What follows belongs to an exercise in optimizing a design on an open flow for small area, a short achievable clock period and few clock cycles; a production flow would make more cautious choices.
Where RTL was checked, it was by simulation tests only, not by an equivalence proof against the original.
Function not checked in run 5: the RTL went through the layout flow alone.

<file path="flow/flow/run.sh">
#!/bin/bash
# Layout flow: the standard flow, with Yosys's full/half-adder extraction off
# so that ABC maps the adders itself, and plain buffers on the ports.
set -e
echo "export ADDER_MAP_FILE =" >> config.mk
echo "export BUFFER_PORTS_ARGS = -buffer_cell sky130_fd_sc_hd__buf_1" >> config.mk
bash standard.sh > standard.log 2>&1
</file>
<file path="flow/standard.sh">
#!/bin/bash
# synth_recipe.tcl (not shown) runs the flow's synth.tcl, then flattens the netlist and writes it again
# the make line also repeats each setting of config.mk as NAME=value (left out here)
make -C /OpenROAD-flow-scripts/flow DESIGN_CONFIG=/design/flow/config.mk WORK_HOME=/design/flow/orfs CLKGATE_MAP_FILE= SYNTH_SCRIPT=/design/flow/synth_recipe.tcl "${@:-finish}"
</file>
<file path="flow/config.mk">
export PLATFORM = sky130hd
export DESIGN_NAME = viterbi_hamming
export DESIGN_NICKNAME = viterbi_hamming
export VERILOG_FILES = /design/flow/design.v
export SDC_FILE = /design/flow/constraint.sdc
export NUM_CORES = 4
export LEC_CHECK = 0
export ABC_AREA = 1
export CAP_MARGIN = 20
export CORE_MARGIN = 2
export CORE_UTILIZATION = 55
export CTS_BUF_LIST = sky130_fd_sc_hd__clkbuf_8
export CTS_CLUSTER_SIZE = 30
export SLEW_MARGIN = 20
export ADDER_MAP_FILE =
export BUFFER_PORTS_ARGS = -buffer_cell sky130_fd_sc_hd__buf_1
</file>
<file path="flow/constraint.sdc">
create_clock -name core_clock -period 15.0 [get_ports {clk}]
set_input_delay 3.0000 -clock core_clock [delete_from_list [all_inputs] [get_ports {clk}]]
set_output_delay 3.0000 -clock core_clock [all_outputs]
set_load 0.01 [all_outputs]
</file>
<file path="flow/design.v">
module vh_addsub #(parameter W = 8, parameter SUB = 0) (a, b, s);
  input  [W-1:0] a, b;
  output [W:0]   s;
  wire [W:0] x = {a[W-1], a};
  wire [W:0] y = {b[W-1], b} ^ {(W+1){SUB[0]}};
  wire [W+1:0] c;
  assign c[0] = SUB[0];
  genvar i;
  generate
    for (i = 0; i <= W; i = i + 1) begin : bit_
      assign s[i]   = x[i] ^ y[i] ^ c[i];
      assign c[i+1] = (x[i] & y[i]) | (c[i] & (x[i] ^ y[i]));
    end
  endgenerate
endmodule
module vh_bf1 #(parameter SUB = 0) (u, p, s);
  input  [7:0] u, p;
  output [8:0] s;
  wire [8:0] x  = {u[7], u};
  wire [8:0] pp = {p[7], p} ^ {9{SUB[0]}};
  wire [9:0] c;
  assign c[0] = SUB[0];
  genvar i;
  generate
    for (i = 0; i <= 8; i = i + 1) begin : bit_
      assign s[i]   = pp[i] ^ c[i];
      assign c[i+1] = pp[i] ? c[i] : x[i];
    end
  endgenerate
endmodule
module vh_addu #(parameter W = 9) (a, b, ci, s);
  input  [W-1:0] a, b;
  input          ci;
  output [W:0]   s;
  wire [W:0] c;
  assign c[0] = ci;
  genvar i;
  generate
    for (i = 0; i < W; i = i + 1) begin : bit_
      assign s[i]   = a[i] ^ b[i] ^ c[i];
      assign c[i+1] = (a[i] & b[i]) | (c[i] & (a[i] ^ b[i]));
    end
  endgenerate
  assign s[W] = c[W];
endmodule
module vh_gt #(parameter W = 11) (a, b, gt);
  input  [W-1:0] a, b;
  output         gt;
  wire [W:0] c;
  assign c[0] = 1'b0;
  genvar i;
  generate
    for (i = 0; i < W; i = i + 1) begin : bit_
      assign c[i+1] = (a[i] & ~b[i]) | (c[i] & ~(a[i] ^ b[i]));
    end
  endgenerate
  assign gt = c[W];
endmodule
module vh_pair (x, y, s, sx, sy);
  input  [9:0] x, y;
  output [9:0] s;
  output       sx, sy;
  assign sx = x[9];
  assign sy = y[9];
  vh_addu #(9) add (.a(x[8:0] ^ {9{sx}}), .b(y[8:0] ^ {9{sy}}), .ci(sx), .s(s));
endmodule
module viterbi_hamming (clk, reset, in_valid, r, out_valid, cw, metric);
  input         clk;
  input         reset;
  input         in_valid;
  input  [63:0] r;
  output reg        out_valid;
  output reg [7:0]  cw;
  output reg [10:0] metric;
  wire [7:0] u0 = r[7:0],   v0 = r[15:8];     
  wire [7:0] u1 = r[23:16], v1 = r[39:32];    
  wire [7:0] u2 = r[31:24], v2 = r[47:40];    
  wire [7:0] u3 = r[55:48], v3 = r[63:56];    
  reg  [7:0] u0_q, u1_q, u2_q, u3_q, p0_q, p1_q, p2_q, p3_q;
  reg        v_q, v2_q;
  wire [8:0] a0, a1, a2, a3, a4, a5, a6, a7;
  vh_bf1 #(0) s1_0 (.u(u0_q), .p(p0_q), .s(a0));
  vh_bf1 #(1) s1_1 (.u(u0_q), .p(p0_q), .s(a1));
  vh_bf1 #(0) s1_2 (.u(u1_q), .p(p1_q), .s(a2));
  vh_bf1 #(1) s1_3 (.u(u1_q), .p(p1_q), .s(a3));
  vh_bf1 #(0) s1_4 (.u(u2_q), .p(p2_q), .s(a4));
  vh_bf1 #(1) s1_5 (.u(u2_q), .p(p2_q), .s(a5));
  vh_bf1 #(0) s1_6 (.u(u3_q), .p(p3_q), .s(a6));
  vh_bf1 #(1) s1_7 (.u(u3_q), .p(p3_q), .s(a7));
  wire [9:0] b0, b1, b2, b3, b4, b5, b6, b7;
  vh_addsub #(9, 0) s2_0 (.a(a0), .b(a2), .s(b0));
  vh_addsub #(9, 0) s2_1 (.a(a1), .b(a3), .s(b1));
  vh_addsub #(9, 1) s2_2 (.a(a0), .b(a2), .s(b2));
  vh_addsub #(9, 1) s2_3 (.a(a1), .b(a3), .s(b3));
  vh_addsub #(9, 0) s2_4 (.a(a4), .b(a6), .s(b4));
  vh_addsub #(9, 0) s2_5 (.a(a5), .b(a7), .s(b5));
  vh_addsub #(9, 1) s2_6 (.a(a4), .b(a6), .s(b6));
  vh_addsub #(9, 1) s2_7 (.a(a5), .b(a7), .s(b7));
  wire [9:0] s0, s1, s2, s3;
  wire sx0, sx1, sx2, sx3, sy0, sy1, sy2, sy3;
  vh_pair p0 (.x(b0), .y(b4), .s(s0), .sx(sx0), .sy(sy0));
  vh_pair p1 (.x(b1), .y(b5), .s(s1), .sx(sx1), .sy(sy1));
  vh_pair p2 (.x(b2), .y(b6), .s(s2), .sx(sx2), .sy(sy2));
  vh_pair p3 (.x(b3), .y(b7), .s(s3), .sx(sx3), .sy(sy3));
  wire par = b0[0] ^ b4[0];
  reg [8:0] s0_q, s1_q, s2_q, s3_q;
  reg [3:0] sx_q, sy_q;
  reg       par_q;
  wire [3:0]  t  = sy_q & {4{~par_q}};
  wire [9:0] k0 = {s0_q, t[0]}, k1 = {s1_q, t[1]};
  wire [9:0] k2 = {s2_q, t[2]}, k3 = {s3_q, t[3]};
  wire [3:0]  hiv = sx_q ^ sy_q;
  wire g10, g20, g30, g21, g31, g32;
  vh_gt #(10) c10 (.a(k1), .b(k0), .gt(g10));
  vh_gt #(10) c20 (.a(k2), .b(k0), .gt(g20));
  vh_gt #(10) c30 (.a(k3), .b(k0), .gt(g30));
  vh_gt #(10) c21 (.a(k2), .b(k1), .gt(g21));
  vh_gt #(10) c31 (.a(k3), .b(k1), .gt(g31));
  vh_gt #(10) c32 (.a(k3), .b(k2), .gt(g32));
  wire [3:0] w;
  assign w[0] = ~g10 & ~g20 & ~g30;
  assign w[1] =  g10 & ~g21 & ~g31;
  assign w[2] =  g20 &  g21 & ~g32;
  assign w[3] =  g30 &  g31 &  g32;
  wire [9:0] mk = ({10{w[0]}} & k0) | ({10{w[1]}} & k1) | ({10{w[2]}} & k2) | ({10{w[3]}} & k3);
  wire hi = |(w & hiv);
  wire sg = |(w & sx_q);
  wire [2:0] a = {hi, w[2] | w[3], w[1] | w[3]};
  wire [9:0] half = {1'b0, mk[9:1]} + {9'd0, mk[0]};
  wire [10:0] mag = {half, par_q};
  wire a0b = ~sg;
  wire [7:0] c;
  assign c[0] = a0b;                          
  assign c[1] = a[0] ^ a0b;                   
  assign c[2] = a[1] ^ a0b;                   
  assign c[4] = a[0] ^ a[1] ^ a0b;            
  assign c[3] = a[2] ^ a0b;                   
  assign c[5] = a[2] ^ a[0] ^ a0b;            
  assign c[6] = a[2] ^ a[1] ^ a0b;            
  assign c[7] = a[2] ^ a[1] ^ a[0] ^ a0b;     
  always @(posedge clk) begin
    if (reset) begin
      v_q <= 1'b0;
      v2_q <= 1'b0;
      out_valid <= 1'b0;
    end else begin
      v_q <= in_valid;
      v2_q <= v_q;
      out_valid <= v2_q;
    end
    {u0_q, u1_q, u2_q, u3_q} <= {u0, u1, u2, u3};
    {p0_q, p1_q, p2_q, p3_q} <= {u0 ^ v0, u1 ^ v1, u2 ^ v2, u3 ^ v3};
    s0_q <= s0[9:1];
    s1_q <= s1[9:1];
    s2_q <= s2[9:1];
    s3_q <= s3[9:1];
    par_q <= par;
    sx_q <= {sx3, sx2, sx1, sx0};
    sy_q <= {sy3, sy2, sy1, sy0};
    cw <= c;
    metric <= mag;
  end
endmodule
</file>
==> impl_metrics.tcl, run 1 <==
set metrics [dict create \
    outcome "finished clean" \
    drt_iter0_drc 361 \
    synth_enable_flop_cells 0 \
    crit_type "flop to primary output" \
    post_cts_resized 0 \
    ant_nets 0 \
    worst_pin_slew_ns 0.747 \
    cp-start-kind "flop" \
    rr_endpoint "s3_q[8]$_DFF_P_" \
    yosysMostFrequentCell "nand2_1" \
    synthToLayoutAreaGrowth_pct 9.89 \
    min_to "out_valid$_SDFF_PP0_" \
    clock_sinks 131 \
    final-hold-violation-count 0 \
    grt_max_degree 17 \
    yosysSeqAreaShare_pct 25.2 \
    drtPass1Iterations 5 \
    syn_nets 1617 \
    die_area_um2 20000 \
    clock_skew_ns 0.0159 \
    yosysWarningCount 1 \
    root_buffer "clkbuf_8" \
    drive_gt1_share_pct 19.6 \
    antenna-diode-count 0 \
    yosysTopAreaCell "dfxtp_1" \
    synthArstFlopShare_pct 0 \
    cp_cell_sequence "buf_1" \
    avgViaCountPerCell 5.00 \
    r2r_setup_slack_ns 11.26 \
    insertion_delay_ns 0.47 \
    die_w_um 141 \
    synth_area_um2 10400 \
    grt_overflow_total 0 \
    cts_buffers 17 \
    wirelength_um 24000 \
    min_from "v2_q$_SDFF_PP0_" \
    placementRows 50 \
    core_um2 18600 \
    slew_headroom_pct 49.7 \
    postCtsSetupRepairBufs 0 \
    setup_tns_ns 0 \
    slowest_delay_ns 0.32 \
    clk_pin_slew_worst_paths_ns 0.09 \
    gp_congestion 0.875 \
    fin_crit_ns 3.93 \
    die_h_um 141 \
    antenna_found_initial 0 \
    drc 0 \
    max_freq_mhz 254 \
    fin_util_pct 61.2 \
    crit_required_ns 12.00 \
    finalCritPeriodShare_pct 26.2 \
    synth-main-ff-cell "dfxtp_1" \
    critPathSlowestCell "dfxtp_1" \
    dpl.hpwl_um 20300 \
    setup_violations 0 \
    cts_buffer_depth 2 \
    rr_startpoint "p3_q[1]$_DFF_P_" \
    min_path_cells 2 \
    grt_setup_unrepaired "no" \
    vias 9496 \
    synth_cell_type_count 38 \
    htreeDepth 4 \
    hold_buffers 0 \
    track_usage_pct 25.2 \
    synthCells 1550 \
    io_buffer_count 86 \
    arrival_ns 0.93 \
    num-fill-cells 1841 \
    cap_violations 0 \
    reg2regPathDepth 32 \
    path_buf_inv 1 \
    synth_top_area_share_pct 25.2 \
    synthTopCellsByCount "nand2_1 (465), nand2_2 (162), nand3_1 (157)" \
    tritoncts "yes" \
    wire_per_inst_um 12.6 \
    start_util_pct 55.7 \
    grt_pass1_vias 8622 \
    grt_pass1_wl_um 40600 \
    hold_path.class "flop to flop" \
    critical_path_peak_fanout 1 \
    nNetsFinal 1720 \
    postSynthAreaPerCell_um2 6.70 \
    ios 87 \
    synth_area_leaders "dfxtp_1 (25%), nand2_1 (17%), nand2_2 (9.8%)" \
    cp_top_family "flip-flops" \
    maxSlewViolCount 0 \
    worstSetupEndpointType "primary output" \
    ys_ff_latch 131 \
]
## cells by family (layout without fill, tap and decap cells)
group / count (synthesis) / in the layout / share of synthesized area, %
simple gates: 958 / 958 / 46.7
buf+inv: 188 / 304 / 6.86
xor+xnor: 159 / 159 / 14.1
flops: 131 / 131 / 25.2
compound gates: 114 / 114 / 7.08
## flip-flops by register name (all words and copies together) (netlist names), 4 cells and up
register  cells
metric       11
u1_q          8
p3_q          8
cw            8
s0_q          9
u3_q          8
u2_q          8
s2_q          9
s1_q          9
u0_q          8
sx_q          4
p1_q          8
s3_q          9
p0_q          8
sy_q          4
p2_q          8
## through the flow
stage	hold WS, ns	cell area, um^2	setup WS, ns	std cells
finish	0.415	11400	11.07	1900
global route	0.436	11400	10.83	1900
CTS	0.422	11400	11.04	1900
detailed placement	0.409	11000	11.33	1868
global placement	0.391	11000	11.39	1868
floorplan	0.377	10400	11.67	1550
## how the worst max path moves through the flow
stage	startpoint	endpoint	slack (ns)	cells after the start
2_1_floorplan	cw[0]$_DFF_P_	cw[0]	11.67	0
3_3_place_gp	p3_q[1]$_DFF_P_	s3_q[8]$_DFF_P_	11.39	32
3_5_place_dp	p3_q[1]$_DFF_P_	s3_q[8]$_DFF_P_	11.33	32
4_1_cts	out_valid$_SDFF_PP0_	out_valid	11.04	1
5_1_grt	p3_q[1]$_DFF_P_	s3_q[8]$_DFF_P_	10.83	32
6_report	out_valid$_SDFF_PP0_	out_valid	11.07	1
## worst reg2reg max path: cells and delay by family (launching register included)
kind                   cells  cell delay, ns
AO/OA/AOI/OAI              2            0.40
flip-flops                 1            0.44
buffers and inverters      2            0.11
AND/OR/NAND/NOR           27            2.55
XOR/XNOR                   1            0.17
## placed cells by master (no fill, tap or decap), drive strengths merged, types with 17 or more instances in the layout
master,Yosys,layout
xor2,105,105
a21oi,19,19
dfxtp,131,131
buf,1,86
nand3,191,191
o21ai,48,48
o22ai,17,17
xnor2,53,53
or2,21,21
nor2,68,68
clkbuf,1,17
nand2,655,655
inv,186,195
## cell type report
class                           count  area (um^2)  share of cell area (%)
Clock buffer                       17          234                    2.05
Clock inverter                     15          193                    1.69
Inverter                          186          698                    6.11
Multi-Input combinational cell   1231         7060                    61.8
Sequential cell                   131         2620                    23.0
Tap cell                          234          293                    2.56
Timing Repair Buffer               86          323                    2.83
## layer usage
layer | GRT usage [%] | share of wire [%] | up-vias | routed length, um
met5 | 0 | 0 | - | 0
met4 | 7.63 | 2.1 | 0 | 502
met3 | 3.54 | 3.3 | 28 | 803
met2 | 42.1 | 45 | 185 | 10900
met1 | 33.9 | 49 | 4133 | 11800
li1 | - | - | 5150 | -
Testbench counts, summed over its fixed seeds: cycles 32,016.
==> run 2: changes to the inputs <==
--- a/flow/config.mk
+++ b/flow/config.mk
@@ -10,3 +10,3 @@
 export CORE_MARGIN = 2
-export CORE_UTILIZATION = 55
+export CORE_UTILIZATION = 30
 export CTS_BUF_LIST = sky130_fd_sc_hd__clkbuf_8
==> run 2 against run 1 <==
Compared with the run above: still clean; clock-buffer cell count unchanged; synthesized cell count did not move; design area up 2.5%; die area up 81%; worst hold slack worse by 0.011 ns; final cell count is 12% higher; sequential share of layout area down 0.57 points; worst setup slack lost 0.011 ns; largest cell class unchanged.
==> impl_metrics.tcl, run 2 <==
set metrics [dict create \
    insertion_delay_ns 0.48 \
    critical_path_peak_fanout 1 \
    die_w_um 190 \
    cap_violations 0 \
    core_um2 34300 \
    drt_iter0_drc 492 \
    gp_congestion 0.873 \
    ys_ff_latch 131 \
    ant_nets 0 \
    synthArstFlopShare_pct 0 \
    multi_input_area_um2 7060 \
    avgViaCountPerCell 4.44 \
    slew_headroom_pct 46.0 \
    critPathLaunch "metric[0]$_DFF_P_" \
    maxSlewViolCount 0 \
    num-fill-cells 3708 \
    synthTopCellsByCount "nand2_1 (465), nand2_2 (162), nand3_1 (157)" \
    worst_pin_slew_ns 0.801 \
    vias 9414 \
    dpl.hpwl_um 22000 \
    finalCritPeriodShare_pct 26.3 \
    antenna_found_initial 0 \
    synthToLayoutAreaGrowth_pct 12.7 \
    final_cell_mix "nand2_1 (465), nand2_2 (162), nand3_1 (157)" \
    root_buffer "clkbuf_8" \
    tritoncts "yes" \
    grt_pass1_wl_um 42900 \
    worstSetupEndpointType "primary output" \
    postSynthAreaPerCell_um2 6.70 \
    timing.hold.ws_ns 0.404 \
    wire_per_inst_um 12.2 \
    yosysSeqAreaShare_pct 25.2 \
    nNetsFinal 1720 \
    start_util_pct 30.3 \
    final_cell_area_um2 11700 \
    fin_util_pct 34.1 \
    drc 0 \
    yosysWarningCount 1 \
    final_common_cell "nand2_1" \
    post_cts_resized 0 \
    cp_cell_sequence "buf_1" \
    synth_cell_type_count 38 \
    hold_path.class "flop to flop" \
    grt_setup_unrepaired "no" \
    regMostFlops "metric" \
    grt_pass1_vias 8867 \
    clk_pin_slew_worst_paths_ns 0.08 \
    die_area_um2 36100 \
    grt_max_degree 17 \
    grt_overflow_total 0 \
    seqCellArea_um2 2620 \
    die_h_um 190 \
    critPathSlowestCell "dfxtp_1" \
    syn_nets 1617 \
    track_usage_pct 14.9 \
    postCtsSetupRepairBufs 0 \
    crit_type "flop to primary output" \
    clock_sinks 131 \
    synthCells 1550 \
    dp_slack_ns 11.23 \
    final-hold-violation-count 0 \
    ios 87 \
    placementRows 68 \
    synth_area_um2 10400 \
    cts_buffer_depth 2 \
    hold_buffers 0 \
    path_buf_inv 1 \
    dp_cells 2089 \
    synth_top_area_share_pct 25.2 \
    cp-start-kind "flop" \
    drive_gt1_share_pct 19.7 \
    min_from "v_q$_SDFF_PP0_" \
    clock_skew_ns 0.0159 \
    drtPass1Iterations 7 \
    io_buffer_count 86 \
    slowest_delay_ns 0.32 \
    synth_area_leaders "dfxtp_1 (25%), nand2_1 (17%), nand2_2 (9.8%)" \
    rr_startpoint "p3_q[1]$_DFF_P_" \
    synth-main-ff-cell "dfxtp_1" \
    yosysTopAreaCell "dfxtp_1" \
    setup_slack_ns 11.06 \
    max_freq_mhz 254 \
    cts_buffers 17 \
    antenna-diode-count 0 \
    arrival_ns 0.94 \
    final_cells 2121 \
    fin_crit_ns 3.94 \
    htreeDepth 4 \
    largest_register_ffs 11 \
    synth_enable_flop_cells 0 \
    setup_tns_ns 0 \
    outcome "finished clean" \
    crit_required_ns 12.00 \
    wirelength_um 25800 \
    placed_cell_area_um2 11300 \
    yosysMostFrequentCell "nand2_1" \
    cp_top_family "flip-flops" \
    setup_violations 0 \
]
-- run 2: per-layer routing --
| metal | up-vias | GRT usage [%] | wire length [um] |
|---|---|---|---|
| met5 | - | 0 | 0 |
| met4 | 0 | 5.81 | 607 |
| met3 | 34 | 2.32 | 908 |
| met2 | 156 | 24.1 | 11300 |
| met1 | 4094 | 19.9 | 13000 |
| li1 | 5130 | - | - |
-- run 2: worst paths after layout --
check / end / slack, ns / cells past startpoint
setup / recovery: metric[0] / 11.06 / 1
hold / removal: v2_q$_SDFF_PP0_ / 0.40 / 2
setup reg to reg: s3_q[7]$_DFF_P_ / 11.19 / 32
hold reg to reg: v2_q$_SDFF_PP0_ / 0.40 / 2
-- run 2: kinds of logic (layout without fill, tap and decap cells) --
kind of cell              count (synthesis)  count (layout)  synth area share [%]
DFF                                     131             131                  25.2
AOI/OAI and AO/OA                       114             114                  7.08
xor gates and xnor gates                159             159                  14.1
and+or+nand+nor                         958             958                  46.7
buffers and inverters                   188             304                  6.86
-- run 2: final cells by class --
type,count,share of cell area (%)
clock buffer,17,2.00
clock inverter,15,1.75
inverter,186,5.96
multi-input combinational,1231,60.3
sequential,131,22.4
tap,455,4.86
timing repair buffer,86,2.76
==> run 3: changes to the inputs <==
--- a/flow/config.mk
+++ b/flow/config.mk
@@ -10,3 +10,3 @@
 export CORE_MARGIN = 2
-export CORE_UTILIZATION = 30
+export CORE_UTILIZATION = 40
 export CTS_BUF_LIST = sky130_fd_sc_hd__clkbuf_8
==> run 3 against run 2 <==
Compared with the run above: largest cell class unchanged; first-iteration DRC count rose by 1.0%; sequential cell count did not move; utilization up 11 points; critical path type unchanged; sequential share of layout area up 0.32 points; still clean on timing, DRC and antenna; worst hold slack gained 0.0019 ns; fmax grew 0.34%; non-clock buffer count unchanged; register-to-register slack is essentially flat; final cell count down 5.9%; clock skew rose by 0.0020 ns.
==> impl_metrics.tcl, run 3 <==
set metrics [dict create \
    outcome "finished clean" \
    clock_sinks 131 \
    final-hold-violation-count 0 \
    setup_slack_ns 11.07 \
    drc 0 \
    min_path_cells 2 \
    synth_area_um2 10400 \
    crit_required_ns 12.00 \
    path_buf_inv 1 \
    yosysSeqAreaShare_pct 25.2 \
    r2r_setup_slack_ns 11.20 \
    yosysTopAreaCell "dfxtp_1" \
    setup_violations 0 \
    critPathSlowestCell "dfxtp_1" \
    cp-start-kind "flop" \
    die_w_um 165 \
    regMostFlops "metric" \
    top_usage_layer "met2" \
    synth_area_leaders "dfxtp_1 (25%), nand2_1 (17%), nand2_2 (9.8%)" \
    dp_slack_ns 11.32 \
    cap_violations 0 \
    syn_nets 1617 \
    avgViaCountPerCell 4.77 \
    io_buffer_count 86 \
    tritoncts "yes" \
    drive_gt1_share_pct 19.7 \
    root_buffer "clkbuf_8" \
    cp_cell_sequence "buf_1" \
    synth_enable_flop_cells 0 \
    postSynthAreaPerCell_um2 6.70 \
    critPathLaunch "cw[7]$_DFF_P_" \
    insertion_delay_ns 0.47 \
    track_usage_pct 19.4 \
    grt.met3_usage_pct 2.62 \
    hold_path.class "flop to flop" \
    ios 87 \
    synth_cell_type_count 38 \
    yosysMostFrequentCell "nand2_1" \
    wirelength_um 25300 \
    largest_register_ffs 11 \
    die_area_um2 27300 \
    nNetsFinal 1720 \
    grt_overflow_total 0 \
    drt_iter0_drc 497 \
    timing.hold.ws_ns 0.406 \
    rr_startpoint "p3_q[1]$_DFF_P_" \
    dpl.hpwl_um 21300 \
    fin_crit_ns 3.93 \
    core_um2 25300 \
    postCtsSetupRepairBufs 0 \
    cp_top_family "flip-flops" \
    crit_type "flop to primary output" \
    wire_per_inst_um 12.7 \
    finalCritPeriodShare_pct 26.2 \
    grt_setup_unrepaired "no" \
    cts_buffer_depth 2 \
    antenna_found_initial 0 \
    max_freq_mhz 255 \
    start_util_pct 41.0 \
    grt_pass1_vias 8812 \
    clk_pin_slew_worst_paths_ns 0.09 \
    synthTopCellsByCount "nand2_1 (465), nand2_2 (162), nand3_1 (157)" \
    grt_pass1_wl_um 41800 \
    min_to "out_valid$_SDFF_PP0_" \
    cts_buffers 17 \
    num-fill-cells 2623 \
    antenna-diode-count 0 \
    grtUsageMet1_pct 25.7 \
    ys_ff_latch 131 \
    worstSetupEndpointType "primary output" \
    final_common_cell "nand2_1" \
    arrival_ns 0.93 \
    rr_endpoint "s3_q[7]$_DFF_P_" \
    min_from "v2_q$_SDFF_PP0_" \
    reg2regPathDepth 32 \
    drtPass1Iterations 5 \
    ant_nets 0 \
    synthToLayoutAreaGrowth_pct 11.1 \
    setup_tns_ns 0 \
    maxSlewViolCount 0 \
    clock_skew_ns 0.0178 \
    grt_max_degree 17 \
    synth_top_area_share_pct 25.2 \
    fin_util_pct 45.6 \
    final_cell_area_um2 11500 \
    vias 9518 \
    slew_headroom_pct 46.0 \
    final_cell_mix "nand2_1 (465), nand2_2 (162), nand3_1 (157)" \
    synthCells 1550 \
    met2_usage_pct 32.7 \
    placementRows 58 \
    critical_path_peak_fanout 1 \
    synth-main-ff-cell "dfxtp_1" \
    gp_congestion 0.883 \
    yosysWarningCount 1 \
    hold_buffers 0 \
    synthArstFlopShare_pct 0 \
    htreeDepth 4 \
    die_h_um 165 \
    post_cts_resized 0 \
    worst_pin_slew_ns 0.802 \
    slowest_delay_ns 0.32 \
    placed_cell_area_um2 11100 \
]
run 3: cell counts after synthesis:
Identical to the previous run, type by type.
run 3: metrics by stage:
stage / std cells
after global placement: 1964
final: 1996
after detailed placement: 1964
after floorplan: 1550
after CTS: 1996
after global routing: 1996
run 3: worst max path at each step:
stage                                  to  slack (ns)  cells past startpoint
final                               cw[7]       11.07                      1
after CTS                           cw[7]       11.04                      1
after global routing      s0_q[7]$_DFF_P_       10.87                     34
after global placement    s3_q[7]$_DFF_P_       11.37                     32
after detailed placement  s3_q[7]$_DFF_P_       11.32                     32
after floorplan                     cw[0]       11.67                      0
run 3: worst min-delay path: stages (launching register included):
cell     delay (ns)
dfxtp_1        0.30
inv_1          0.04
nor2_1         0.03
run 3: area by class of cell:
class | instances | area [um^2] | share of cell area [%]
multi-input combinational | 1231 | 7060 | 61.1
tap | 330 | 413 | 3.58
timing repair buffer | 86 | 323 | 2.80
clock inverter | 15 | 198 | 1.71
sequential | 131 | 2620 | 22.7
inverter | 186 | 698 | 6.05
clock buffer | 17 | 234 | 2.03
run 3: logic make-up after synthesis:
group,share of synthesized area (%)
buf+inv,6.86
simple gates,46.7
compound gates,7.08
xor+xnor,14.1
flops,25.2
run 3: routing by layer:
metal,part of all wire (%),routed length [um]
met5,0,0
met4,2.2,554
met3,3.8,948
met2,45,11300
met1,49,12500
==> run 4: changes to the inputs <==
--- a/flow/config.mk
+++ b/flow/config.mk
@@ -11,4 +11,4 @@
 export CORE_UTILIZATION = 40
-export CTS_BUF_LIST = sky130_fd_sc_hd__clkbuf_8
-export CTS_CLUSTER_SIZE = 30
+export CTS_BUF_LIST = sky130_fd_sc_hd__clkbuf_4 sky130_fd_sc_hd__clkbuf_8
+export CTS_CLUSTER_SIZE = 20
 export SLEW_MARGIN = 20
==> run 4 against run 3 <==
Compared with the run above: design area did not move; critical endpoint unchanged; fmax did not move; final cell count did not move; sequential share of layout area did not move; register-to-register slack barely moved; critical path type unchanged; global-route usage did not move; die area did not move; non-clock buffer count did not move; utilization did not move; wire length did not move.
==> impl_metrics.tcl, run 4 <==
set metrics [dict create \
    grt_max_degree 17 \
    grt_setup_unrepaired "no" \
    antenna_found_initial 0 \
    dpl.hpwl_um 21300 \
    min_to "out_valid$_SDFF_PP0_" \
    final-hold-violation-count 0 \
    yosysTopAreaCell "dfxtp_1" \
    synth_cell_type_count 38 \
    tritoncts "yes" \
    rr_startpoint "p3_q[1]$_DFF_P_" \
    worstSetupEndpointType "primary output" \
    postSynthAreaPerCell_um2 6.70 \
    grt_pass1_vias 8812 \
    regMostFlops "metric" \
    synth_top_area_share_pct 25.2 \
    gp_congestion 0.883 \
    cp_cell_sequence "buf_1" \
    final_cell_mix "nand2_1 (465), nand2_2 (162), nand3_1 (157)" \
    synth_xor_area_share_pct 14.1 \
    setup_tns_ns 0 \
    core_um2 25300 \
    start_util_pct 41.0 \
    avgViaCountPerCell 4.77 \
    drtPass1Iterations 5 \
    wirelength_um 25300 \
    min_path_cells 2 \
    synth_area_leaders "dfxtp_1 (25%), nand2_1 (17%), nand2_2 (9.8%)" \
    synth-compound-area-share_pct 7.08 \
    worst-path-stages 1 \
    root_buffer "clkbuf_8" \
    cp_top_family "flip-flops" \
    min_from "v2_q$_SDFF_PP0_" \
    synth_enable_flop_cells 0 \
    drive_gt1_share_pct 19.7 \
    clk_pin_slew_worst_paths_ns 0.09 \
    post_cts_resized 0 \
    final_common_cell "nand2_1" \
    arrival_ns 0.93 \
    yosysWarningCount 1 \
    grt_pass1_wl_um 41800 \
    hold_path.class "flop to flop" \
    yosysMostFrequentCell "nand2_1" \
    synthAdderAreaFrac_pct 0 \
    vias 9518 \
    setup_violations 0 \
    synthCells 1550 \
    synth_top_family_by_area "simple AND/OR/NAND/NOR gates" \
    clock_sinks 131 \
    path_buf_inv 1 \
    drc 0 \
    r2r_setup_slack_ns 11.20 \
    crit_required_ns 12.00 \
    hold_buffers 0 \
    ant_nets 0 \
    wire_per_inst_um 12.7 \
    rr_endpoint "s3_q[7]$_DFF_P_" \
    synth-main-ff-cell "dfxtp_1" \
    critPathSlowestCell "dfxtp_1" \
    critical_path_peak_fanout 1 \
    fin_crit_ns 3.93 \
    synthSimpleGateAreaFrac_pct 46.7 \
    nNetsFinal 1720 \
    ys_ff_latch 131 \
    synthArstFlopShare_pct 0 \
    worst_pin_slew_ns 0.802 \
    cts_buffers 17 \
    reg2regPathDepth 32 \
    die_h_um 165 \
    slowest_delay_ns 0.32 \
    io_buffer_count 86 \
    syn_nets 1617 \
    fin_util_pct 45.6 \
    cts_buffer_depth 2 \
    cp-start-kind "flop" \
    drt_iter0_drc 497 \
    ios 87 \
    finalCritPeriodShare_pct 26.2 \
    insertion_delay_ns 0.47 \
    track_usage_pct 19.4 \
    synth_mux_area_share_pct 0 \
    htreeDepth 4 \
    die_area_um2 27300 \
    max_freq_mhz 255 \
    slew_headroom_pct 46.0 \
    die_w_um 165 \
    maxSlewViolCount 0 \
    num-fill-cells 2623 \
    synth_area_um2 10400 \
    synthToLayoutAreaGrowth_pct 11.1 \
    postCtsSetupRepairBufs 0 \
    outcome "finished clean" \
    crit_type "flop to primary output" \
    antenna-diode-count 0 \
    yosysSeqAreaShare_pct 25.2 \
    largest_register_ffs 11 \
    placementRows 58 \
    cap_violations 0 \
    synthTopCellsByCount "nand2_1 (465), nand2_2 (162), nand3_1 (157)" \
    grt_overflow_total 0 \
    clock_skew_ns 0.0178 \
]
[run 4: cell counts after synthesis]
Identical to the previous run, type by type.
[run 4: worst min-delay path: cells and delay by family, from the launching register on]
kind	cells	cell delay, ns
DFF	1	0.30
buffers and inverters	1	0.04
and+or+nand+nor	1	0.03
[run 4: how the worst max path moves through the flow]
stage                               start         endpoint
final                       cw[7]$_DFF_P_            cw[7]
after floorplan             cw[0]$_DFF_P_            cw[0]
after CTS                   cw[7]$_DFF_P_            cw[7]
after detailed placement  p3_q[1]$_DFF_P_  s3_q[7]$_DFF_P_
after global placement    p3_q[1]$_DFF_P_  s3_q[7]$_DFF_P_
after global routing      p1_q[0]$_DFF_P_  s0_q[7]$_DFF_P_
[run 4: cells by family (layout without fill, tap and decap cells)]
family                    Yosys count  after routing
and+or+nand+nor                   958            958
AOI/OAI and AO/OA                 114            114
buffers and inverters             188            304
xor gates and xnor gates          159            159
DFF                               131            131
[run 4: layer usage]
metal  wire length [um]  up-vias  GRT usage, %
li1                   -     5126             -
met1              12500     4178          25.7
met2              11300      184          32.7
met3                948       30          2.62
met4                554        0          5.89
met5                  0        -             0
[run 4: metrics by stage]
step / setup WS, ns / cell area (um^2) / instances / hold WS (ns)
finish: 11.07 / 11500 / 1996 / 0.406
global route: 10.87 / 11500 / 1996 / 0.432
CTS: 11.04 / 11500 / 1996 / 0.410
detailed placement: 11.32 / 11100 / 1964 / 0.397
global placement: 11.37 / 11100 / 1964 / 0.391
floorplan: 11.67 / 10400 / 1550 / 0.377
[run 4: layout make-up]
cell class,count,area [um^2],share of cell area [%]
clock buffer,17,234,2.03
sequential,131,2620,22.7
inverter,186,698,6.05
tap,330,413,3.58
clock inverter,15,198,1.71
multi-input combinational,1231,7060,61.1
timing repair buffer,86,323,2.80
==> run 5: changes to the inputs <==
==> flow/design.v (replaced) <==
module viterbi_hamming (clk, reset, in_valid, r, out_valid, cw, metric);
  input         clk;
  input         reset;
  input         in_valid;
  input  [63:0] r;
  output reg        out_valid;
  output reg [7:0]  cw;
  output reg [10:0] metric;
  reg [63:0] r_q;
  reg        v_q;
  wire signed [7:0] x0 = r_q[7:0],   x1 = r_q[15:8],  x2 = r_q[23:16], x3 = r_q[39:32];
  wire signed [7:0] x4 = r_q[31:24], x5 = r_q[47:40], x6 = r_q[55:48], x7 = r_q[63:56];
  wire signed [8:0] a0 = x0 + x1, a1 = x0 - x1, a2 = x2 + x3, a3 = x2 - x3;
  wire signed [8:0] a4 = x4 + x5, a5 = x4 - x5, a6 = x6 + x7, a7 = x6 - x7;
  wire signed [9:0] b0 = a0 + a2, b1 = a1 + a3, b2 = a0 - a2, b3 = a1 - a3;
  wire signed [9:0] b4 = a4 + a6, b5 = a5 + a7, b6 = a4 - a6, b7 = a5 - a7;
  wire signed [10:0] h0 = b0 + b4, h1 = b1 + b5, h2 = b2 + b6, h3 = b3 + b7;
  wire signed [10:0] h4 = b0 - b4, h5 = b1 - b5, h6 = b2 - b6, h7 = b3 - b7;
  function [10:0] key(input [10:0] h);
    key = {h[9:0] ^ {10{h[10]}}, h[10]};
  endfunction
  wire [10:0] k0 = key(h0), k1 = key(h1), k2 = key(h2), k3 = key(h3);
  wire [10:0] k4 = key(h4), k5 = key(h5), k6 = key(h6), k7 = key(h7);
  wire g01 = k1 > k0, g23 = k3 > k2, g45 = k5 > k4, g67 = k7 > k6;
  wire [10:0] m01 = g01 ? k1 : k0, m23 = g23 ? k3 : k2;
  wire [10:0] m45 = g45 ? k5 : k4, m67 = g67 ? k7 : k6;
  wire g03 = m23 > m01, g47 = m67 > m45;
  wire [10:0] m03 = g03 ? m23 : m01, m47 = g47 ? m67 : m45;
  wire g07 = m47 > m03;
  wire [10:0] mk = g07 ? m47 : m03;
  wire [2:0] a;
  assign a[2] = g07;
  assign a[1] = g07 ? g47 : g03;
  assign a[0] = g07 ? (g47 ? g67 : g45) : (g03 ? g23 : g01);
  wire [10:0] mag = {1'b0, mk[10:1]} + {10'd0, mk[0]};
  wire        a0b = ~mk[0];   
  wire [7:0] c;
  assign c[0] = a0b;                          
  assign c[1] = a[0] ^ a0b;                   
  assign c[2] = a[1] ^ a0b;                   
  assign c[4] = a[0] ^ a[1] ^ a0b;            
  assign c[3] = a[2] ^ a0b;                   
  assign c[5] = a[2] ^ a[0] ^ a0b;            
  assign c[6] = a[2] ^ a[1] ^ a0b;            
  assign c[7] = a[2] ^ a[1] ^ a[0] ^ a0b;     
  always @(posedge clk) begin
    if (reset) begin
      v_q <= 1'b0;
      out_valid <= 1'b0;
    end else begin
      v_q <= in_valid;
      out_valid <= v_q;
    end
    r_q <= r;
    cw <= c;
    metric <= mag;
  end
endmodule
==> flow/run.sh (new file) <==
#!/bin/bash
# synth_recipe.tcl (not shown) runs the flow's synth.tcl, then flattens the netlist and writes it again
# the make line also repeats each setting of config.mk as NAME=value (left out here)
make -C /OpenROAD-flow-scripts/flow DESIGN_CONFIG=/design/flow/config.mk WORK_HOME=/design/flow/orfs CLKGATE_MAP_FILE= SYNTH_SCRIPT=/design/flow/synth_recipe.tcl finish
==> flow/config.mk (replaced) <==
export PLATFORM = sky130hd
export DESIGN_NAME = viterbi_hamming
export DESIGN_NICKNAME = viterbi_hamming
export VERILOG_FILES = /design/flow/design.v
export SDC_FILE = /design/flow/constraint.sdc
export NUM_CORES = 4
export LEC_CHECK = 0
export CAP_MARGIN = 20
export CORE_MARGIN = 2
export CORE_UTILIZATION = 40
export SLEW_MARGIN = 20
removed: flow/flow/run.sh
removed: flow/standard.sh
==> run 5 against run 4 <==
Compared with the run above: still clean; utilization down 0.67 points; synthesized cell count up 24%; clock-buffer cell count down 8; non-clock buffer count up 3; critical path type is now flop to flop; largest cell class unchanged; highest routed layer unchanged.
==> impl_metrics.tcl, run 5 <==
set metrics [dict create \
    cts_buffers 9 \
    slowest_delay_ns 0.61 \
    num-fill-cells 3786 \
    antenna_found_initial 0 \
    setup_tns_ns 0 \
    track_usage_pct 21.9 \
    wire_per_inst_um 17.1 \
    yosysMostFrequentCell "ha_1" \
    synth_area_um2 15000 \
    synthCells 1925 \
    tritoncts "yes" \
    regMostFlops "r_q" \
    gp_congestion 0.965 \
    drive_gt1_share_pct 3.61 \
    synthToLayoutAreaGrowth_pct 9.93 \
    avgViaCountPerCell 5.45 \
    postCtsSetupRepairBufs 0 \
    synth_enable_flop_cells 0 \
    insertion_delay_ns 0.39 \
    vias 13300 \
    hold_path.class "flop to flop" \
    yosysTopAreaCell "ha_1" \
    critPathMostFrequentCell "ha_1" \
    io_buffer_count 86 \
    yosysSeqAreaShare_pct 11.3 \
    clock_skew_ns 0.0155 \
    ys_ff_latch 85 \
    largest_register_ffs 64 \
    critical_path_peak_fanout 24 \
    dp_slack_ns 2.90 \
    hold_buffers 0 \
    yosysWarningCount 1 \
    max_freq_mhz 82.1 \
    setup_violations 0 \
    ant_nets 0 \
    final-hold-violation-count 0 \
    post_cts_resized 0 \
    syn_nets 2311 \
    critPathSlowestCell "a21bo_1" \
    postSynthAreaPerCell_um2 7.81 \
    synth-main-ff-cell "dfxtp_1" \
    arrival_ns 12.45 \
    drt_iter0_drc 920 \
    maxSlewViolCount 0 \
    min_path_cells 1 \
    synth_cell_type_count 88 \
    core_um2 36800 \
    crit_type "flop to flop" \
    grt_pass1_wl_um 67200 \
    setup_slack_ns 2.81 \
    crit_required_ns 15.26 \
    root_buffer "clkbuf_16" \
    drtPass1Iterations 5 \
    synth_area_leaders "ha_1 (25%), dfxtp_1 (11%), xnor2_1 (8.3%)" \
    synthArstFlopShare_pct 0 \
    synthTopCellsByCount "ha_1 (295), inv_1 (260), a21oi_1 (160)" \
    grt_pass1_vias 12900 \
    antenna-diode-count 0 \
    clk_pin_slew_worst_paths_ns 0.06 \
    htreeDepth 3 \
    clock_sinks 85 \
    cap_violations 0 \
    final_common_cell "ha_1" \
    placementRows 70 \
    grt_overflow_total 0 \
    cts_buffer_depth 2 \
    worst_pin_slew_ns 1.12 \
    finalCritPeriodShare_pct 81.2 \
    start_util_pct 40.9 \
    grt_setup_unrepaired "no" \
    die_h_um 198 \
    worstSetupEndpointType "flop" \
    reg2regPathDepth 48 \
    final_cell_mix "ha_1 (295), inv_1 (260), a21oi_1 (159), nor2_1 (159), xnor2_1 (143)" \
    synth_top_area_share_pct 24.6 \
    fin_crit_ns 12.19 \
    slew_headroom_pct 24.5 \
    wirelength_um 41700 \
    ios 87 \
    drc 0 \
    cp-start-kind "flop" \
    nNetsFinal 2348 \
    grt_max_degree 25 \
    die_area_um2 39100 \
    outcome "finished clean" \
    timing.hold.ws_ns 0.452 \
    dpl.hpwl_um 36000 \
    die_w_um 198 \
    largest_registers "r_q (64), metric (11), cw (8)" \
]
[run 5: cell types whose count changed after synthesis, moves of 28 or more]
cell	delta
a21oi_1	+141
clkbuf_1	+31
dfxtp_1	-46
xnor2_1	+90
o21bai_1	+59
mux2i_1	+28
nand2_2	-160
inv_1	+105
ha_1	+295
nand3_1	-131
nor2_1	+92
inv_2	-30
nand2_1	-390
o21ai_0	+52
[run 5: kinds of logic (layout without fill, tap and decap cells)]
| family | after synthesis | after routing | synth area share, % |
|---|---|---|---|
| AOI/OAI and AO/OA | 503 | 503 | 22.5 |
| xor gates and xnor gates | 228 | 228 | 13.4 |
| adders and majority gates | 319 | 319 | 27.8 |
| buffers and inverters | 326 | 368 | 8.46 |
| DFF | 85 | 85 | 11.3 |
| muxes | 38 | 38 | 2.61 |
| and+or+nand+nor | 426 | 426 | 13.9 |
[run 5: final timing paths]
check / startpoint / end / slack [ns]
setup / recovery: r_q[10]$_DFF_P_ / metric[8]$_DFF_P_ / 2.81
hold / removal: v_q$_SDFF_PP0_ / out_valid$_SDFF_PP0_ / 0.45
setup reg to reg: r_q[10]$_DFF_P_ / metric[8]$_DFF_P_ / 2.81
hold reg to reg: v_q$_SDFF_PP0_ / out_valid$_SDFF_PP0_ / 0.45
[run 5: layer usage]
metal  vias to the layer above  GRT usage, %  wire length (um)  share of wire [%]
met5                         -             0                 0                  0
met2                       350          37.1             18700                 45
met1                      6127          28.2             19400                 47
met3                        80          2.66              1920                4.6
li1                       6705             -                 -                  -
met4                         0          8.66              1620                3.9
[run 5: stage by stage]
step	instances	instance area [um^2]	util, %
global placement	2419	16200	44.1
CTS	2435	16500	44.9
global route	2435	16500	44.9
finish	2435	16500	44.9
floorplan	1925	15000	-
detailed placement	2419	16200	44.1
[run 5: cell type report]
| type | count | area (um^2) | share of cell area, % |
|---|---|---|---|
| clock inverter | 7 | 78.8 | 0.477 |
| timing repair buffer | 89 | 883 | 5.35 |
| tap | 468 | 586 | 3.54 |
| clock buffer | 9 | 225 | 1.36 |
| multi-input combinational | 1514 | 12100 | 73.0 |
| sequential | 85 | 1700 | 10.3 |
| inverter | 263 | 987 | 5.98 |
[run 5: critical path: cells and delay by family, from the launching register on]
kind,cells,cell delay (ns)
AOI/OAI and AO/OA,20,5.95
adders and majority gates,8,2.38
and+or+nand+nor,10,1.49
xor gates and xnor gates,5,1.46
buffers and inverters,5,0.44
DFF,1,0.33

re-timing with driven ports:
The results above use ideal ports. As a check the final layouts listed here were re-extracted and re-timed, cells and wires unchanged. Step 1 (the two cells are an assumption about what drives the block):
set clk [get_ports {clk}]
set_driving_cell -lib_cell sky130_fd_sc_hd__clkbuf_16 $clk
set_driving_cell -lib_cell sky130_fd_sc_hd__buf_2 [delete_from_list [all_inputs] $clk]
Step 2 moves the port delays by t, midway between the first and last clock arrival at a register: inputs arrive t later, outputs are due t later. That takes back most of the time a late clock gives input paths. Slacks: ideal / step 1 / step 2; pairs: ideal / step 1.
| run | shift t [ns] | setup slack, ns | worst register clock-pin slew, ns | pins driven straight from the clock port |
|---|---|---|---|---|
| run 1 | 0.502 | 11.070 / 11.028 / 11.265 | 0.09 / 0.09 | 1 |
| run 2 | 0.518 | 11.058 / 11.015 / 11.189 | 0.09 / 0.09 | 1 |
| run 3 | 0.499 | 11.072 / 11.030 / 11.201 | 0.09 / 0.09 | 1 |
| run 4 | 0.499 | 11.072 / 11.030 / 11.201 | 0.09 / 0.09 | 1 |
| run 5 | 0.431 | 2.813 / 2.813 / 2.813 | 0.08 / 0.08 | 1 |
After both steps every run listed still meets setup and hold.
